This is an optimization exercise on Yosys and OpenROAD, whose aim is small area and a short achievable clock period, not a production implementation. Function was checked by simulation only, so behaviour that the tests miss may differ from the original. No activity file was given, so power comes from the tool's default toggle rates.

Design sparc_exu_alu, start of the top module:
module sparc_exu_alu
(
   alu_byp_rd_data_e, exu_ifu_brpc_e, exu_lsu_ldst_va_e,
   exu_lsu_early_va_e, exu_mmu_early_va_e, alu_ecl_add_n64_e,
   alu_ecl_add_n32_e, alu_ecl_log_n64_e, alu_ecl_log_n32_e,
   alu_ecl_zhigh_e, alu_ecl_zlow_e, exu_ifu_regz_e,
   alu_ecl_adderin2_63_e, alu_ecl_adderin2_31_e,
   alu_ecl_adder_out_63_e, alu_ecl_cout32_e, alu_ecl_cout64_e_l,
   alu_ecl_mem_addr_invalid_e_l,
   cen, rclk, byp_alu_rs1_data_e, byp_alu_rs2_data_e_l,
   byp_alu_rs3_data_e, byp_alu_rcc_data_e, ecl_alu_cin_e,
   ifu_exu_invert_d, ecl_alu_log_sel_and_e, ecl_alu_log_sel_or_e,
   ecl_alu_log_sel_xor_e, ecl_alu_log_sel_move_e,
   ecl_alu_out_sel_sum_e_l, ecl_alu_out_sel_rs3_e_l,
   ecl_alu_out_sel_shift_e_l, ecl_alu_out_sel_logic_e_l,
   shft_alu_shift_out_e, ecl_alu_sethi_inst_e, ifu_lsu_casa_e
   );
==> flow/config.mk <==
export PLATFORM = sky130hd
export DESIGN_NAME = sparc_exu_alu
export DESIGN_NICKNAME = sparc_exu_alu
export VERILOG_FILES = /design/flow/design.v
export SDC_FILE = /design/flow/constraint.sdc
export NUM_CORES = 4
export LEC_CHECK = 0
export CAP_MARGIN = 20
export CORE_MARGIN = 2
export CORE_UTILIZATION = 40
export CTS_BUF_LIST = sky130_fd_sc_hd__clkbuf_8
export CTS_CLUSTER_DIAMETER = 100
export CTS_CLUSTER_SIZE = 30
export PLACE_DENSITY = 0.75
export SETUP_SLACK_MARGIN = 2.95
export SLEW_MARGIN = 20
export SYNTH_HIERARCHICAL = 1
==> flow/constraint.sdc <==
create_clock -name core_clock -period 9.0 [get_ports {rclk}]
set_input_delay 1.8000 -clock core_clock [delete_from_list [all_inputs] [get_ports {rclk}]]
set_output_delay 1.8000 -clock core_clock [all_outputs]
set_load 0.01 [all_outputs]
standard.sh (not shown) runs the stock make flow with config.mk's settings and CLKGATE_MAP_FILE= SYNTH_SCRIPT=/design/flow/synth_recipe.tcl, a recipe that flattens the netlist after the stock synthesis.
==> flow/flow/run.sh <==
#!/bin/bash
# The standard layout (standard.sh) with these changes:
#  - the smallest buffer (buf_1) on every port;
#  - in a copy of ORFS's scripts folder, synthesis maps the adder's carry
#    network (module alu_carry) with ABC script flow/abc_fast.script and the
#    rest with flow/abc.script (patch_synth.py edits synth.tcl to do so).
# Extra ORFS settings: 'CTS_ARGS=-sink_clustering_enable -repair_clock_nets -sink_clustering_size 30 -sink_clustering_max_diameter 100 -buf_list sky130_fd_sc_hd__clkbuf_8 -dont_use_dummy_load'
# Each ORFS step writes its full log under orfs/logs/; make's output goes to
# standard_flow.log.
set -euo pipefail
rm -rf scripts_abc
cp -r "$FLOW_HOME/scripts" scripts_abc
cp flow/abc.script scripts_abc/abc_speed.script
cp flow/abc_fast.script scripts_abc/abc_fast.script
python3 flow/patch_synth.py scripts_abc/synth.tcl
export BUFFER_PORTS_ARGS="-buffer_cell sky130_fd_sc_hd__buf_1"
bash standard.sh SCRIPTS_DIR="$PWD/scripts_abc" 'CTS_ARGS=-sink_clustering_enable -repair_clock_nets -sink_clustering_size 30 -sink_clustering_max_diameter 100 -buf_list sky130_fd_sc_hd__clkbuf_8 -dont_use_dummy_load' finish > standard_flow.log 2>&1
==> flow/flow/abc.script <==
&get -n
&st
&syn2
&dch -f
&nf -p -R 10
&put
topo
stime -c
dnsize -c
==> flow/flow/abc_fast.script <==
&get -n
&st
&syn2
&dch -f
&nf -p -R 10
&put
buffer -c
topo
stime -c
upsize -c
dnsize -c
==> flow/flow/patch_synth.py <==
"""Patch a copy of ORFS's synth.tcl: map module alu_carry with
abc_fast.script, and the rest of the design with the usual ABC script."""
import sys
p = sys.argv[1]
s = open(p).read()
old = '  log_cmd abc {*}$abc_args\n'
assert s.count(old) == 1, "synth.tcl: abc call not found"
new = '''  set fast_args [lreplace $abc_args 1 1 $::env(SCRIPTS_DIR)/abc_fast.script]
  if {[llength [tee -q -s result.string select -list-mod alu_carry]]} {
    log_cmd abc {*}$fast_args alu_carry
    log_cmd abc {*}$abc_args * alu_carry %d
  } else {
    log_cmd abc {*}$abc_args
  }
'''
open(p, 'w').write(s.replace(old, new))
The first run went through all stages and came out clean.
Then changed:
==> flow/flow/run.sh (replaced) <==
#!/bin/bash
# The standard layout (standard.sh) with two changes:
#  - the smallest buffer (buf_1) on every port;
#  - synthesis maps with ABC script flow/abc.script (in a copy of ORFS's
#    scripts folder, where it replaces abc_speed.script).
# Extra ORFS settings: 'CTS_ARGS=-sink_clustering_enable -repair_clock_nets -sink_clustering_size 60 -sink_clustering_max_diameter 250 -buf_list sky130_fd_sc_hd__clkbuf_8 -dont_use_dummy_load'
# Each ORFS step writes its full log under orfs/logs/; make's output goes to
# standard_flow.log.
set -euo pipefail
rm -rf scripts_abc
cp -r "$FLOW_HOME/scripts" scripts_abc
cp flow/abc.script scripts_abc/abc_speed.script
export BUFFER_PORTS_ARGS="-buffer_cell sky130_fd_sc_hd__buf_1"
bash standard.sh SCRIPTS_DIR="$PWD/scripts_abc" 'CTS_ARGS=-sink_clustering_enable -repair_clock_nets -sink_clustering_size 60 -sink_clustering_max_diameter 250 -buf_list sky130_fd_sc_hd__clkbuf_8 -dont_use_dummy_load' finish > standard_flow.log 2>&1
CTS_CLUSTER_DIAMETER = 250   (was 100)
CTS_CLUSTER_SIZE = 60   (was 30)
PLACE_DENSITY = not set   (was 0.75)
SETUP_SLACK_MARGIN = 2.85   (was 2.95)
removed: flow/flow/abc_fast.script
removed: flow/flow/patch_synth.py
Non-clock buffer count is higher by 1.
Die area is lower by 0.75%.
Clock power hardly moves.
Wire length came out lower by 3.2%.
Then changed:
==> flow/flow/run.sh (replaced) <==
#!/bin/bash
# The standard layout (standard.sh) with two changes:
#  - the smallest buffer (buf_1) on every port;
#  - synthesis maps with ABC script flow/abc.script (in a copy of ORFS's
#    scripts folder, where it replaces abc_speed.script).
# Extra ORFS settings: 'CTS_ARGS=-sink_clustering_enable -repair_clock_nets -sink_clustering_size 30 -sink_clustering_max_diameter 100 -buf_list sky130_fd_sc_hd__clkbuf_8 -dont_use_dummy_load'
# Each ORFS step writes its full log under orfs/logs/; make's output goes to
# standard_flow.log.
set -euo pipefail
rm -rf scripts_abc
cp -r "$FLOW_HOME/scripts" scripts_abc
cp flow/abc.script scripts_abc/abc_speed.script
export BUFFER_PORTS_ARGS="-buffer_cell sky130_fd_sc_hd__buf_1"
bash standard.sh SCRIPTS_DIR="$PWD/scripts_abc" 'CTS_ARGS=-sink_clustering_enable -repair_clock_nets -sink_clustering_size 30 -sink_clustering_max_diameter 100 -buf_list sky130_fd_sc_hd__clkbuf_8 -dont_use_dummy_load' finish > standard_flow.log 2>&1
CORE_UTILIZATION = 47   (was 40)
CTS_CLUSTER_DIAMETER = 100   (was 250)
CTS_CLUSTER_SIZE = 30   (was 60)
Now the flow failed in I/O pin placement (3_2_place_iop) on PPL-0024.
Synthesized area does not change.
Synthesized cell count is unchanged.

==> separate check: timing with driven ports <==
The flow's constraints put no driver on any port. The routed layouts listed below were extracted and timed again, unchanged, in two steps.
Step 1 (the two cells are an assumption about what drives the block):
set clk [get_ports {rclk}]
set_driving_cell -lib_cell sky130_fd_sc_hd__clkbuf_16 $clk
set_driving_cell -lib_cell sky130_fd_sc_hd__buf_2 [delete_from_list [all_inputs] $clk]
Step 2 also shifts input and output timing later by t, the mid clock arrival at the registers, as if the neighbouring blocks saw the same clock.
Three values: no drivers, after step 1, after step 2; two values: the first two.
| run | t, ns | slack for setup (ns) | latest minus earliest clock arrival (ns) |
|---|---|---|---|
| the first run | 0.416 | 3.037 / 3.005 / 3.005 | 0.018 / 0.019 |
| the second run | 0.408 | 3.017 / 2.996 / 2.996 | 0.012 / 0.012 |
After both steps every run listed still meets setup and hold. The setup slack of the first run, which loses most, moves by -0.032 ns with the drivers and by -0.032 ns with both steps.
